This design comes from an exercise in tuning for small area on the open sky130 flow, not from production work.
Only simulation tests tie the RTL to the original design; equivalence was not proved.
No activity file was given, so power comes from the tool's default toggle rates.

==> flow/design.v, too long to show whole: its modules and the start of the top module <==
// module dht11_rd: 153 lines
// module lcd_ctrl: 301 lines
// module i2c_tx: 119 lines
// module buz_rom: 593 lines
// module project_1: 397 lines
// module btn_dl: 82 lines
// module dn_digit: 28 lines
// module buzzer: 89 lines
module project_1(
    input        clk,
    input        reset_p,
    input  [3:0] btn,
    input        clap,
    input        echo,
    input        dht11_in,
    output       dht11_drive_low,
    output [7:0] led_bar,
    output       trig,
    output       servo_pwm,
    output       pwm,
    output       led,
    output       buz_clk,
    output       sda,
    output       scl    );
  // ...
==> flow/run.sh <==
#!/bin/bash
# synth_recipe.tcl (not shown) runs the flow's synth.tcl, then flattens the netlist and writes it again
# the make line also repeats each setting of config.mk as NAME=value (left out here)
make -C /OpenROAD-flow-scripts/flow DESIGN_CONFIG=/design/flow/config.mk WORK_HOME=/design/flow/orfs CLKGATE_MAP_FILE= SYNTH_SCRIPT=/design/flow/synth_recipe.tcl finish
==> flow/config.mk <==
export PLATFORM = sky130hd
export DESIGN_NAME = project_1
export DESIGN_NICKNAME = project_1
export VERILOG_FILES = /design/flow/design.v
export SDC_FILE = /design/flow/constraint.sdc
export NUM_CORES = 4
export LEC_CHECK = 0
export CAP_MARGIN = 20
export CORE_MARGIN = 2
export CORE_UTILIZATION = 40
export SLEW_MARGIN = 20
export SYNTH_MEMORY_MAX_BITS = 16384
==> flow/constraint.sdc <==
create_clock -name core_clock -period 20.0 [get_ports {clk}]
set_input_delay 4.0000 -clock core_clock [delete_from_list [all_inputs] [get_ports {clk}]]
set_output_delay 4.0000 -clock core_clock [all_outputs]
set_load 0.01 [all_outputs]
==> impl_metrics.yaml, run 1 <==
pwr:
  leakage_nw: 15.3
  largestPowerGroup: "sequential cells"
synth:
  yosys.cell_types.count: 88
  synth_top_area_cell: "dfrtp_1"
sta:
  finalSetupTns_ns: 0
  finalSetupViolations: 0
  drv_slew: 0
clock_network:
  cts-root-buf: "clkbuf_16"
  post-cts-setup-buffer-count: 0
  worstSkewPairLatency_ns: 0.63
  cts_sinks: 516
  cts_hold_buf: 0
drt:
  dr.pass1.iters: 8
  highest_layer: "met4"
  wl_per_cell_um: 15.4
floorplanning:
  die_h_um: 292
  core_um2: 82100
outcome:
  run_status: "complete, no violations"
global_routing:
  use_met3_pct: 2.49
  first_global_vias: 25100
  antenna_found_initial: 0
  gr-usage-met1_pct: 25.9
cells_and_area:
  multi_input_area_share_pct: 51.8
  diodes: 0
  final_common_cell: "nand2_1"
worst_hold_path:
  whs_path_depth: 0
placement:
  gp_congestion: 0.912
==> module project_1, before the edit <==
module project_1(
    input        clk,
    input        reset_p,
    input  [3:0] btn,
    input        clap,
    input        echo,
    input        dht11_in,
    output       dht11_drive_low,
    output [7:0] led_bar,
    output       trig,
    output       servo_pwm,
    output       pwm,
    output       led,
    output       buz_clk,
    output       sda,
    output       scl    );
    reg [10:0] tb_m;
    reg [1:0]  tb_q;
    reg        tb_f;
    always @(posedge clk, posedge reset_p) begin
        if (reset_p) begin
            tb_m <= 0;
            tb_q <= 0;
            tb_f <= 0;
        end
        else begin
            if (tb_m == 11'd1999) begin
                tb_m <= 0;
                tb_q <= tb_q + 1'b1;
            end
            else tb_m <= tb_m + 1'b1;
            if (tb_m == 11'd3) tb_f <= 1'b1;
        end
    end
    wire usec_p  = ~tb_m[0] & (tb_f | tb_m[1]);
    wire usec_n  =  tb_m[0] & (tb_f | tb_m[1]);
    wire msec_p  = (tb_m == 11'd1) & tb_f;
    wire msec_n  = (tb_m == 11'd2) & tb_f;
    wire ms4_p   = (tb_m == 11'd2) & (tb_q == 2'd0) & tb_f;
    reg [16:0] tb_g;
    always @(posedge clk, posedge reset_p) begin
        if (reset_p) tb_g <= 0;
        else tb_g <= tb_g + 1'b1;
    end
    wire smp = (tb_g == 17'h10000);
    wire [3:0] b_single, b_double, b_long;
    btn_dl b0(.clk(clk), .reset_p(reset_p), .smp(smp), .usec_n(usec_n), .btn(btn[0]),
              .single(b_single[0]), .double(b_double[0]), .long(b_long[0]));
    btn_dl b1(.clk(clk), .reset_p(reset_p), .smp(smp), .usec_n(usec_n), .btn(btn[1]),
              .single(b_single[1]), .double(b_double[1]), .long(b_long[1]));
    btn_dl b3(.clk(clk), .reset_p(reset_p), .smp(smp), .usec_n(usec_n), .btn(btn[3]),
              .single(b_single[3]), .double(b_double[3]), .long(b_long[3]));
    reg clp_cur, clp_old;
    always @(negedge clk, posedge reset_p) begin
        if (reset_p) begin
            clp_cur <= 0;
            clp_old <= 0;
        end
        else begin
            clp_old <= clp_cur;
            clp_cur <= clap;
        end
    end
    wire clap_p = clp_cur & ~clp_old;
    reg [18:0] cc_cnt;
    reg        cc_e;
    always @(negedge clk, posedge reset_p) begin
        if (reset_p) cc_cnt <= 0;
        else if (cc_e) begin
            if (usec_n) cc_cnt <= cc_cnt + 1'b1;
        end
        else cc_cnt <= 0;
    end
    localparam C_WF = 3'd0, C_DF = 3'd1, C_WS = 3'd2, C_DS = 3'd3, C_SO = 3'd4, C_DO = 3'd5;
    reg [2:0] cc_st;
    reg       clap_single, clap_double;
    always @(posedge clk, posedge reset_p) begin
        if (reset_p) begin
            cc_st <= C_WF;
            cc_e <= 0;
            clap_single <= 0;
            clap_double <= 0;
        end
        else begin
            case (cc_st)
                C_WF: begin
                    if (clap_p) cc_st <= C_DF;
                    else begin
                        clap_single <= 0;
                        clap_double <= 0;
                    end
                end
                C_DF: begin
                    if (cc_cnt < 19'd80000) cc_e <= 1;
                    else begin
                        cc_e <= 0;
                        cc_st <= C_WS;
                    end
                end
                C_WS: begin
                    if (cc_cnt < 19'd500000) begin
                        cc_e <= 1;
                        if (clap_p) begin
                            cc_e <= 0;
                            cc_st <= C_DS;
                        end
                    end
                    else begin
                        cc_e <= 0;
                        cc_st <= C_SO;
                    end
                end
                C_DS: begin
                    if (cc_cnt < 19'd80000) cc_e <= 1;
                    else begin
                        cc_e <= 0;
                        cc_st <= C_DO;
                    end
                end
                C_SO: begin
                    clap_single <= 1;
                    cc_st <= C_WF;
                end
                C_DO: begin
                    clap_double <= 1;
                    cc_st <= C_WF;
                end
                default: ;
            endcase
        end
    end
    reg [19:0] us_cnt;
    reg        us_e;
    always @(negedge clk, posedge reset_p) begin
        if (reset_p) us_cnt <= 0;
        else begin
            if (usec_n && us_e) us_cnt <= us_cnt + 1'b1;
            else if (!us_e) us_cnt <= 0;
        end
    end
    reg ec_cur, ec_old;
    always @(negedge clk, posedge reset_p) begin
        if (reset_p) begin
            ec_cur <= 0;
            ec_old <= 0;
        end
        else begin
            ec_old <= ec_cur;
            ec_cur <= echo;
        end
    end
    wire echo_p = ec_cur & ~ec_old;
    wire echo_n = ~ec_cur & ec_old;
    reg [5:0]  us_c58;
    reg [11:0] us_cm;
    reg        us_cnte;
    always @(posedge clk, posedge reset_p) begin
        if (reset_p) begin
            us_c58 <= 0;
            us_cm <= 0;
        end
        else if (us_cnte) begin
            if (usec_p) begin
                if (us_c58 == 6'd57) begin
                    us_c58 <= 0;
                    us_cm <= us_cm + 1'b1;
                end
                else us_c58 <= us_c58 + 1'b1;
            end
        end
        else begin
            us_c58 <= 0;
            us_cm <= 0;
        end
    end
    reg [1:0] us_st;
    reg       us_trig, us_near, sencer;
    always @(posedge clk, posedge reset_p) begin
        if (reset_p) begin
            us_st <= 0;
            us_e <= 0;
            us_trig <= 0;
            us_cnte <= 0;
            us_near <= 1;
            sencer <= 0;
        end
        else begin
            sencer <= us_near;
            case (us_st)
                2'd0: begin
                    if (us_cnt < 20'd1000000) us_e <= 1;
                    else begin
                        us_st <= 2'd1;
                        us_e <= 0;
                    end
                end
                2'd1: begin
                    if (us_cnt <= 20'd10) begin
                        us_e <= 1;
                        us_trig <= 1;
                    end
                    else begin
                        us_e <= 0;
                        us_st <= 2'd2;
                        us_trig <= 0;
                    end
                end
                2'd2: begin
                    if (echo_p) us_cnte <= 1;
                    else if (echo_n) begin
                        us_st <= 2'd0;
                        us_near <= (us_cm < 12'd5);
                        us_cnte <= 0;
                    end
                end
                default: us_st <= 2'd0;
            endcase
        end
    end
    assign trig = us_trig;
    assign led_bar = {7'b0, sencer};
    reg t_deb, t_deb_d;
    always @(posedge clk, posedge reset_p) begin
        if (reset_p) begin
            t_deb <= 0;
            t_deb_d <= 0;
        end
        else begin
            if (smp) t_deb <= btn[2];
            t_deb_d <= t_deb;
        end
    end
    wire t_bp = t_deb & ~t_deb_d;
    wire t_bn = ~t_deb & t_deb_d;
    wire run_e;
    reg [1:0] t_st, t_st_d;      
    always @(posedge clk, posedge reset_p) begin
        if (reset_p) begin
            t_st <= 0;
            t_st_d <= 0;
        end
        else begin
            t_st_d <= t_st;
            if (run_e) begin
                if (t_bp) t_st <= t_st + 1'b1;
            end
            else t_st <= 0;
        end
    end
    wire       t_en  = (t_st_d != 2'd0);
    wire [2:0] t_set = (t_st_d == 2'd1) ? 3'd1 : (t_st_d == 2'd2) ? 3'd3 : 3'd5;
    reg [20:0] t_tb;
    always @(posedge clk, posedge reset_p) begin
        if (reset_p) t_tb <= 0;
        else if (t_en) begin
            if (t_tb == 21'd2000002) t_tb <= 21'd3;
            else t_tb <= t_tb + 1'b1;
        end
    end
    wire t_sec = (t_tb == 21'd2000002);
    wire [3:0] d_s1, d_m1, d_h;
    wire [2:0] d_s10, d_m10;
    wire uf_s1, uf_s10, uf_m1, uf_m10;
    dn_digit #(10, 4) g_s1 (.clk(clk), .reset_p(reset_p), .en(t_en), .dn(t_sec),  .load(t_bn), .setv(4'd0),
                            .digit(d_s1),  .uf(uf_s1));
    dn_digit #(6, 3)  g_s10(.clk(clk), .reset_p(reset_p), .en(t_en), .dn(uf_s1),  .load(t_bn), .setv(t_set),
                            .digit(d_s10), .uf(uf_s10));
    dn_digit #(10, 4) g_m1 (.clk(clk), .reset_p(reset_p), .en(t_en), .dn(uf_s10), .load(t_bn), .setv(4'd0),
                            .digit(d_m1),  .uf(uf_m1));
    dn_digit #(6, 3)  g_m10(.clk(clk), .reset_p(reset_p), .en(t_en), .dn(uf_m1),  .load(t_bn), .setv(3'd0),
                            .digit(d_m10), .uf(uf_m10));
    dn_digit #(10, 4) g_h  (.clk(clk), .reset_p(reset_p), .en(t_en), .dn(uf_m10), .load(t_bn), .setv(4'd0),
                            .digit(d_h),   .uf());
    reg alarm, alarm_d;
    always @(posedge clk, posedge reset_p) begin
        if (reset_p) begin
            alarm <= 0;
            alarm_d <= 0;
        end
        else begin
            alarm <= ({d_h, d_m10, d_m1, d_s10, d_s1} == 18'd0);
            alarm_d <= alarm;
        end
    end
    wire timeout_pedge = alarm & ~alarm_d;
    wire set_idle = b_long[0] | clap_double | sencer;
    wire wind_inc = b_single[0] | clap_single;
    reg [2:0] f_st, f_st_d;
    always @(posedge clk, posedge reset_p) begin
        if (reset_p) begin
            f_st <= 0;
            f_st_d <= 0;
        end
        else begin
            f_st_d <= f_st;
            if (!timeout_pedge && !set_idle) begin
                if (b_double[0]) f_st <= f_st - 1'b1;
                else if (wind_inc) f_st <= f_st + 1'b1;
            end
            else f_st <= 0;
        end
    end
    assign run_e = (f_st_d != 3'd0);
    reg f_pwm;
    wire [11:0] f_x = tb_g[12:1];
    always @(posedge clk, posedge reset_p) begin
        if (reset_p) f_pwm <= 0;
        else if (!tb_g[0]) f_pwm <= (f_st_d != 3'd0) && (f_x != 12'd0) && (f_x[11:9] <= f_st_d);
    end
    assign pwm = f_pwm;
    reg [1:0] l_st;
    always @(posedge clk, posedge reset_p) begin
        if (reset_p) l_st <= 0;
        else if (b_single[1]) l_st <= l_st + 1'b1;
        else if (b_long[1]) l_st <= 0;
    end
    wire [6:0] l_duty = (l_st == 2'd0) ? 7'd0 : (l_st == 2'd1) ? 7'd13 : (l_st == 2'd2) ? 7'd38 : 7'd64;
    reg [5:0] l_c;
    reg [8:0] l_d;       
    reg       l_pwm;
    always @(posedge clk, posedge reset_p) begin
        if (reset_p) begin
            l_c <= 0;
            l_d <= 0;
            l_pwm <= 0;
        end
        else begin
            if (l_c == 6'd38) l_c <= 0;
            else l_c <= l_c + 1'b1;
            if (l_c == 6'd0) begin
                l_d <= l_d + 1'b1;
                l_pwm <= (l_d != 9'd0) && (l_d <= {2'b0, l_duty});
            end
        end
    end
    assign led = l_pwm;
    reg [11:0] sv_duty;
    reg        sv_dir, sv_on;
    reg [11:0] sv_v;
    reg        sv_dv;
    always @(posedge clk, posedge reset_p) begin
        if (reset_p) begin
            sv_duty <= 12'd317;
            sv_dir <= 1'b1;
            sv_on <= 1'b0;
        end
        else begin
            if (b_single[3]) sv_on <= ~sv_on;
            else if (b_double[3]) sv_dir <= ~sv_dir;
            else if (sv_on && (f_st != 3'd0) && ms4_p) begin
                sv_v = sv_dir ? sv_duty + 1'b1 : sv_duty - 1'b1;
                sv_dv = sv_dir;
                if (sv_v <= 12'd113) sv_dv = ~sv_dir;
                else if (sv_v >= 12'd521) sv_dv = ~sv_dir;
                sv_duty <= sv_v;
                sv_dir <= sv_dv;
            end
        end
    end
    reg [3:0]  sv_c;
    reg [11:0] sv_d;     
    reg        sv_pwm;
    always @(posedge clk, posedge reset_p) begin
        if (reset_p) begin
            sv_c <= 0;
            sv_d <= 0;
            sv_pwm <= 0;
        end
        else begin
            if (sv_c == 4'd8) sv_c <= 0;
            else sv_c <= sv_c + 1'b1;
            if (sv_c == 4'd0) begin
                sv_d <= sv_d + 1'b1;
                sv_pwm <= (sv_d != 12'd0) && (sv_d <= sv_duty);
            end
        end
    end
    assign servo_pwm = sv_pwm;
    reg buz_on;
    always @(posedge clk, posedge reset_p) begin
        if (reset_p) buz_on <= 0;
        else begin
            if (timeout_pedge) buz_on <= 1;
            if (btn != 4'd0 || clap) buz_on <= 0;
        end
    end
    buzzer bz(.clk(clk), .reset_p(reset_p), .smp(smp), .usec_p(usec_p), .msec_p(msec_p),
              .buz_on(buz_on), .buz_clk(buz_clk));
    wire [7:0] humidity, temperature;
    dht11_rd dht(.clk(clk), .reset_p(reset_p), .usec_n(usec_n), .dht11_in(dht11_in),
                 .dht11_drive_low(dht11_drive_low), .humidity(humidity), .temperature(temperature));
    lcd_ctrl lcd(.clk(clk), .reset_p(reset_p), .usec_p(usec_p), .usec_n(usec_n), .msec_n(msec_n),
                 .fan_speed(f_st), .timer_off(t_st == 2'd0),
                 .humidity(humidity), .temperature(temperature),
                 .cur_time({d_h, 1'b0, d_m10, d_m1, 1'b0, d_s10, d_s1}),
                 .sda(sda), .scl(scl));
endmodule
==> module btn_dl, before the edit <==
module btn_dl (
    input  clk, reset_p,
    input  smp,
    input  usec_n,
    input  btn,
    output single,
    output double,
    output long );
    reg deb, deb_d;
    always @(posedge clk, posedge reset_p) begin
        if (reset_p) begin
            deb <= 0;
            deb_d <= 0;
        end
        else begin
            if (smp) deb <= btn;
            deb_d <= deb;
        end
    end
    wire btn_p = deb & ~deb_d;
    wire btn_n = ~deb & deb_d;
    reg [19:0] cnt;
    reg        cnt_e;
    always @(negedge clk, posedge reset_p) begin
        if (reset_p) cnt <= 0;
        else if (cnt_e) begin
            if (usec_n) cnt <= cnt + 1'b1;
        end
        else cnt <= 0;
    end
    localparam W0 = 4'd0, TR = 4'd1, W2 = 4'd2, SO = 4'd3, LO = 4'd4, DO = 4'd5,
               WS = 4'd6, WL = 4'd7, WD = 4'd8;
    reg [3:0] st;
    always @(posedge clk, posedge reset_p) begin
        if (reset_p) begin
            st <= W0;
            cnt_e <= 0;
        end
        else begin
            case (st)
                TR: begin
                    if (cnt < 20'd700000) begin
                        if (btn_n) begin
                            cnt_e <= 0;
                            st <= W2;
                        end
                    end
                    else begin
                        cnt_e <= 0;
                        st <= LO;
                    end
                end
                W2: begin
                    if (cnt < 20'd100000) begin
                        cnt_e <= 1;
                        if (btn_p) begin
                            cnt_e <= 0;
                            st <= DO;
                        end
                    end
                    else begin
                        cnt_e <= 0;
                        st <= SO;
                    end
                end
                SO: st <= WS;
                LO: st <= WL;
                DO: st <= WD;
                default: begin
                    if (btn_p) begin
                        cnt_e <= 1;
                        st <= TR;
                    end
                    else st <= W0;
                end
            endcase
        end
    end
    assign single = (st == WS);
    assign long   = (st == WL);
    assign double = (st == WD);
endmodule
==> inputs of run 2 (changes only) <==
--- a/flow/design.v
+++ b/flow/design.v
@@ -1212,12 +1212,14 @@
         else tb_g <= tb_g + 1'b1;
     end
     wire smp = (tb_g == 17'h10000);
+    wire t_long = (tb_g == 17'd23745);
+    wire t_dbl  = (tb_g == 17'd3393);
     wire [3:0] b_single, b_double, b_long;
-    btn_dl b0(.clk(clk), .reset_p(reset_p), .smp(smp), .usec_n(usec_n), .btn(btn[0]),
+    btn_dl b0(.clk(clk), .reset_p(reset_p), .smp(smp), .t_long(t_long), .t_dbl(t_dbl), .btn(btn[0]),
               .single(b_single[0]), .double(b_double[0]), .long(b_long[0]));
-    btn_dl b1(.clk(clk), .reset_p(reset_p), .smp(smp), .usec_n(usec_n), .btn(btn[1]),
+    btn_dl b1(.clk(clk), .reset_p(reset_p), .smp(smp), .t_long(t_long), .t_dbl(t_dbl), .btn(btn[1]),
               .single(b_single[1]), .double(b_double[1]), .long(b_long[1]));
-    btn_dl b3(.clk(clk), .reset_p(reset_p), .smp(smp), .usec_n(usec_n), .btn(btn[3]),
+    btn_dl b3(.clk(clk), .reset_p(reset_p), .smp(smp), .t_long(t_long), .t_dbl(t_dbl), .btn(btn[3]),
               .single(b_single[3]), .double(b_double[3]), .long(b_long[3]));
     reg clp_cur, clp_old;
     always @(negedge clk, posedge reset_p) begin
@@ -1567,7 +1569,8 @@
 module btn_dl (
     input  clk, reset_p,
     input  smp,
-    input  usec_n,
+    input  t_long,       
+    input  t_dbl,        
     input  btn,
     output single,
     output double,
@@ -1585,56 +1588,39 @@
     end
     wire btn_p = deb & ~deb_d;
     wire btn_n = ~deb & deb_d;
-    reg [19:0] cnt;
-    reg        cnt_e;
-    always @(negedge clk, posedge reset_p) begin
-        if (reset_p) cnt <= 0;
-        else if (cnt_e) begin
-            if (usec_n) cnt <= cnt + 1'b1;
-        end
-        else cnt <= 0;
-    end
     localparam W0 = 4'd0, TR = 4'd1, W2 = 4'd2, SO = 4'd3, LO = 4'd4, DO = 4'd5,
                WS = 4'd6, WL = 4'd7, WD = 4'd8;
     reg [3:0] st;
+    reg [3:0] n;
     always @(posedge clk, posedge reset_p) begin
         if (reset_p) begin
             st <= W0;
-            cnt_e <= 0;
+            n <= 0;
         end
         else begin
+            if (smp) n <= n + 1'b1;
             case (st)
                 TR: begin
-                    if (cnt < 20'd700000) begin
+                    if (!(t_long && n == 4'd10)) begin
                         if (btn_n) begin
-                            cnt_e <= 0;
+                            n <= 0;
                             st <= W2;
                         end
                     end
-                    else begin
-                        cnt_e <= 0;
-                        st <= LO;
-                    end
+                    else st <= LO;
                 end
                 W2: begin
-                    if (cnt < 20'd100000) begin
-                        cnt_e <= 1;
-                        if (btn_p) begin
-                            cnt_e <= 0;
-                            st <= DO;
-                        end
-                    end
-                    else begin
-                        cnt_e <= 0;
-                        st <= SO;
+                    if (!(t_dbl && n == 4'd1)) begin
+                        if (btn_p) st <= DO;
                     end
+                    else st <= SO;
                 end
                 SO: st <= WS;
                 LO: st <= WL;
                 DO: st <= WD;
                 default: begin
                     if (btn_p) begin
-                        cnt_e <= 1;
+                        n <= 0;
                         st <= TR;
                     end
                     else st <= W0;
==> impl_metrics.yaml, run 2 <==
synth:
  synth.area.top_cells: "dfrtp_1, dfrtn_1, ha_1"
  yosys.cell_types.count: 93
  yosys_register_bits: 465
  synth_top_cells_by_count: "nor2_1, nand2_1, dfrtp_1, o21ai_0, a21oi_1"
  synth_area_per_cell_um2: 8.67
  synth_top_area_share_pct: 24.6
  ys_warn_count: 9
  synthFlopType: "dfrtp_1"
  synth.most_common_cell: "nor2_1"
  synth_edf_count: 38
  synthCells: 3539
  synth_top_area_cell: "dfrtp_1"
  synthesis.area_um2: 30700
  seq_area_frac_synth_pct: 38.6
  async_reset_ff_share_pct: 91.8
global_routing:
  grt_pass1_wl_um: 122000
  grt.total_usage_pct: 18.2
  first_global_vias: 23600
  grt_overflow: 0
  grt_max_degree: 149
  antenna_found_initial: 0
cells_and_area:
  top_regs: "dht.cnt: 22 flops, lcd.snap: 22 flops, t_tb: 21 flops"
  syn_to_final_growth_pct: 9.21
  final_cell_mix: "nor2_1, nand2_1, dfrtp_1, o21ai_0, a21oi_1"
  final_common_cell: "nor2_1"
  final_core_util_pct: 44.1
  drive_above_1_share_pct: 6.19
  diodes: 0
  nNetsFinal: 3651
drt:
  via_count: 25300
  dr.pass1.iters: 6
  drc_errors: 0
  drt_iter0_markers: 2038
  routed_via_density: 5.57
  wl_per_cell_um: 15.8
  postRouteAntennaNets: 0
  routed_wl_um: 71800
clock_network:
  cts_buffers: 52
  worstSkewPairLatency_ns: 0.60
  cts_sinks: 465
  post-cts-setup-buffer-count: 0
  cts_resized: 0
  cts_tree: "built"
  cts_buffer_depth: 3
  cts_hold_buf: 0
  clkTransAtPathRegs_ns: 0.04
  cts.htree.levels: 2
  cts-root-buf: "clkbuf_16"
floorplanning:
  start_util_pct: 40.4
  die_h_um: 281
  fp.dieArea_um2: 78900
  rows: 101
  core_um2: 75900
  pin_count: 25
  die_width_um: 281
placement:
  port_buffers: 17
  gp_congestion: 0.934
  hpwl_um: 48500
sta:
  final-hold-violation-count: 0
  finalSetupTns_ns: 0
  fin_skew_ns: 0.0256
  rsz0062_at_grt: "no"
  finalSetupViolations: 0
  tightest_slew_ns: 1.04
  maxSlewHeadroom_pct: 30.2
  drv_slew: 0
worst_hold_path:
  hold_class: "register to register"
setup_path:
  crit_fanout: 148
  worst_setup_path_start_kind: "input pin"
  cp.required_ns: 10.67
  arrival_ns: 5.59
  critPathKind: "input pin to async pin"
  cp-end-kind: "async pin"
pwr:
  leakage_nw: 14.0
  power_mw: 2.07
  irDropWorstVdd_v: 0.0000662
  p_per_area_nw_per_um2: 61.8
job:
  cap_violations: 0
outcome:
  run_status: "complete, no violations"
run 2: changes by cell type after synthesis, sizes merged, moves of 13 or more:
cell	delta
o21ai	-69
nand2	-68
dfrtn	-60
a21oi	-34
clkbuf	-33
xnor2	-31
and2	-28
xor2	-15
and3	-13
run 2: kinds of logic after synthesis:
logic type / count (synthesis) / share of synthesized area [%]
AOI/OAI and AO/OA: 884 / 18.5
muxes: 90 / 3.27
xor gates and xnor gates: 212 / 6.05
DFF: 465 / 38.6
and+or+nand+nor: 1359 / 21.8
other: 1 / 0.0122
buffers and inverters: 349 / 4.45
adders and majority gates: 179 / 7.37
run 2: worst max-delay path: stages:
cell and delay [ns]:
clkdlybuf4s50_1 0.44, clkinvlp_4 0.37, buf_12 0.52
run 2: through the flow:
stage          hold slack [ns]  instance area (um^2)  setup slack, ns  cells
3_3_place_gp             0.330                 31700             4.43   4438
2_1_floorplan            0.315                 30700            0.444   3545
4_1_cts                  0.333                 33500             5.07   4536
3_5_place_dp             0.332                 31700             4.44   4438
5_1_grt                  0.346                 33500             4.89   4537
6_report                 0.333                 33500             5.08   4537
run 2: path summary, 6_finish.rpt:
path | slack [ns] | endpoint | start | cells past startpoint
min reg2reg | 0.33 | clp_old | clp_cur | 0
max in group core_clock | 5.99 | clp_cur | clap | 1
max reg2reg | 6.53 | lcd.send_buffer[5] | lcd.t_a[6] | 9
min | 0.33 | clp_old | clp_cur | 0
min in group asynchronous | 3.79 | l_c[5] | reset_p | 2
max | 5.08 | lcd.t_a[4] | reset_p | 3
run 2: power breakdown:
part / switching [mW] / internal, mW / leakage [nW]
clock: 0.400 / 0.610 / 0.890
sequential: 0.0197 / 0.968 / 5.85
combinational: 0.0449 / 0.0274 / 7.26
total: 0.465 / 1.61 / 14.0
run 2: area by class of cell:
class                           instances  area [um^2]
Multi-Input combinational cell       2731        17500
Tap cell                             1030         1290
Sequential cell                       465        11900
Clock buffer                           75         1490
Inverter                              168          634
Clock inverter                         23          334
Fill cell                            7411        42400
Timing Repair Buffer                   45          397
run 2: routing by layer:
layer | global-route usage, % | share of wire (%)
met3 | 2.33 | 4.7
met2 | 27.8 | 44
met1 | 26.8 | 49
met5 | 0 | 0
met4 | 5.51 | 2.7
